Background: an optimization exercise with open tools, aiming at small area. Do not read the settings as production practice.
In this exercise RTL edits were held to simulation tests only and were not proved equivalent to the original.
Power figures rest on the tool's default switching activity, not on a simulated workload.

== sierra ==
==> flow/design.v (excerpt) <==
module jt34070(
    input            rst,
    input            clk,
    input            cen,
    output reg       cen2d,      
    input            mode,
    input            dataen,
    input            dump,       
    output reg       xat,
    input      [3:0] din_a,      
    input      [3:0] din_b,      
    output reg [3:0] red,
    output reg [3:0] green,
    output reg [3:0] blue
);
Settings: LEC_CHECK=0, CAP_MARGIN=20, CORE_MARGIN=2, CORE_UTILIZATION=70, CTS_BUF_LIST=sky130_fd_sc_hd__clkbuf_16, CTS_CLUSTER_DIAMETER=60, CTS_CLUSTER_SIZE=30, SLEW_MARGIN=20, SYNTH_HIERARCHICAL=1; clock period 5.0 ns.
run.sh (not shown) runs the stock make flow with config.mk's settings and CLKGATE_MAP_FILE= SYNTH_SCRIPT=/design/flow/synth_recipe.tcl, a recipe that flattens the netlist after the stock synthesis.
Input changes introduced in delta (baseline for comparison: sierra):
Settings: setting GPL_TIMING_DRIVEN to 0 for the first time; changing CTS_BUF_LIST from sky130_fd_sc_hd__clkbuf_16 to sky130_fd_sc_hd__clkbuf_8; changing CTS_CLUSTER_DIAMETER from 60 to 50; changing CTS_CLUSTER_SIZE from 30 to 20.
--- outcome ---
delta vs. sierra: sequential share of cell area rose by 0.70 points; hold slack went up 0.033 ns; number of global-route vias before repair went down about 5%. Against sierra, non-clock buffer count in delta fell by more than a quarter. What delta reported for peak ir drop on the vdd network has to be multiplied by 0.929 to get the figure for sierra. Global-route wire length before repair, delta and sierra: smaller value in delta. In terms of relative contribution of combinational cells to total power, sierra and delta differ only marginally.
The inputs of cedar differ from those of delta as listed below.
Settings: GPL_TIMING_DRIVEN: 0 -> unset.
[summary]
Diff delta -> cedar: sequential power level; total power fell 0.069 mW; detailed-routed wire length on met3 climbed 310 µm; global-route usage rose 0.50 points.
For yarrow, these inputs were changed with respect to cedar:
Settings: an added GPL_TIMING_DRIVEN of 0.
==> flow/flow/run.sh (new file) <==
#!/bin/bash
set -euo pipefail
export BUFFER_PORTS_ARGS="-buffer_cell sky130_fd_sc_hd__buf_1"
export CTS_ARGS="-sink_clustering_enable -repair_clock_nets -sink_clustering_size 20 -sink_clustering_max_diameter 50 -buf_list sky130_fd_sc_hd__clkbuf_8 -dont_use_dummy_load"
bash standard.sh finish > make_finish.log 2>&1
==> flow/standard.sh (new file) <==
#!/bin/bash
# synth_recipe.tcl (not shown) runs the flow's synth.tcl, then flattens the netlist and writes it again
# the make line also repeats each setting of config.mk as NAME=value (left out here)
make -C /OpenROAD-flow-scripts/flow DESIGN_CONFIG=/design/flow/config.mk WORK_HOME=/design/flow/orfs CLKGATE_MAP_FILE= SYNTH_SCRIPT=/design/flow/synth_recipe.tcl "${@:-finish}"
removed: flow/run.sh
--- outcome ---
- NOTE placed cell count cedar->yarrow decreased by a few percent
- Taking cedar as the reference point, the area added between synthesis and finish of yarrow falls by 2.8 points.
- NOTE: instance count on the critical path in yarrow exceeds that of cedar
- yarrow reports a lower power after layout than cedar does.
- Row timing-limited maximum frequency: yarrow lower / cedar higher
- Part of the power in combinational logic down 0.3 points in yarrow wrt cedar
- As far as number of nets with antenna violations after routing goes, yarrow and cedar are indistinguishable; the numbers are identical.
- Post-route cell area improves in yarrow relative to cedar.
Edits applied to the flow inputs when going from yarrow to nickel:
Settings: a change of CORE_UTILIZATION from 70 to 80; a change of SLEW_MARGIN from 20 to 0; a change of CAP_MARGIN from 20 to 0.
==> flow/run.sh (new file) <==
#!/bin/bash
# synth_recipe.tcl (not shown) runs the flow's synth.tcl, then flattens the netlist and writes it again
# the make line also repeats each setting of config.mk as NAME=value (left out here)
make -C /OpenROAD-flow-scripts/flow DESIGN_CONFIG=/design/flow/config.mk WORK_HOME=/design/flow/orfs CLKGATE_MAP_FILE= SYNTH_SCRIPT=/design/flow/synth_recipe.tcl finish
removed: flow/flow/run.sh
removed: flow/standard.sh
Results
Chip height, nickel and yarrow: lower on nickel
Number of vias in the routed layout in nickel vs yarrow: up 374
When the final numbers for nickel and yarrow were put side by side, the initial core utilization turned out to be greater in nickel.

[static timing again, ports no longer ideal]
The flow's constraints put no driver on any port. The routed layouts listed below were extracted and timed again, unchanged, in two steps.
Step 1 assumes that a clkbuf_16 drives the clock port and a buf_2 every other input.
Step 2, shift: input delay + t, output delay - t, t = (earliest + latest rising clock arrival at the registers) / 2. This alone moves slack from input paths to output paths.
Three values: no drivers, after step 1, after step 2; two values: the first two.
| run | shift t [ns] | setup slack, ns | slew at the worst register clock pin (ns) | worst slew at a driven data input, ns |
|---|---|---|---|---|
| sierra | 0.502 | 1.570 / 1.587 / 1.085 | 0.11 / 0.11 | 0.03 |
| delta | 0.533 | 1.498 / 1.498 / 1.070 | 0.11 / 0.11 | 0.04 |
| cedar | 0.522 | 1.629 / 1.641 / 1.119 | 0.12 / 0.12 | 0.03 |
| yarrow | 0.520 | 1.447 / 1.447 / 1.381 | 0.12 / 0.12 | 0.03 |
| nickel | 0.544 | 0.716 / 0.716 / 0.716 | 0.12 / 0.12 | 0.04 |
After both steps setup and hold are still met in every run listed. The setup slack of cedar, which loses most, moves by +0.012 ns with the drivers and by -0.510 ns with both steps.
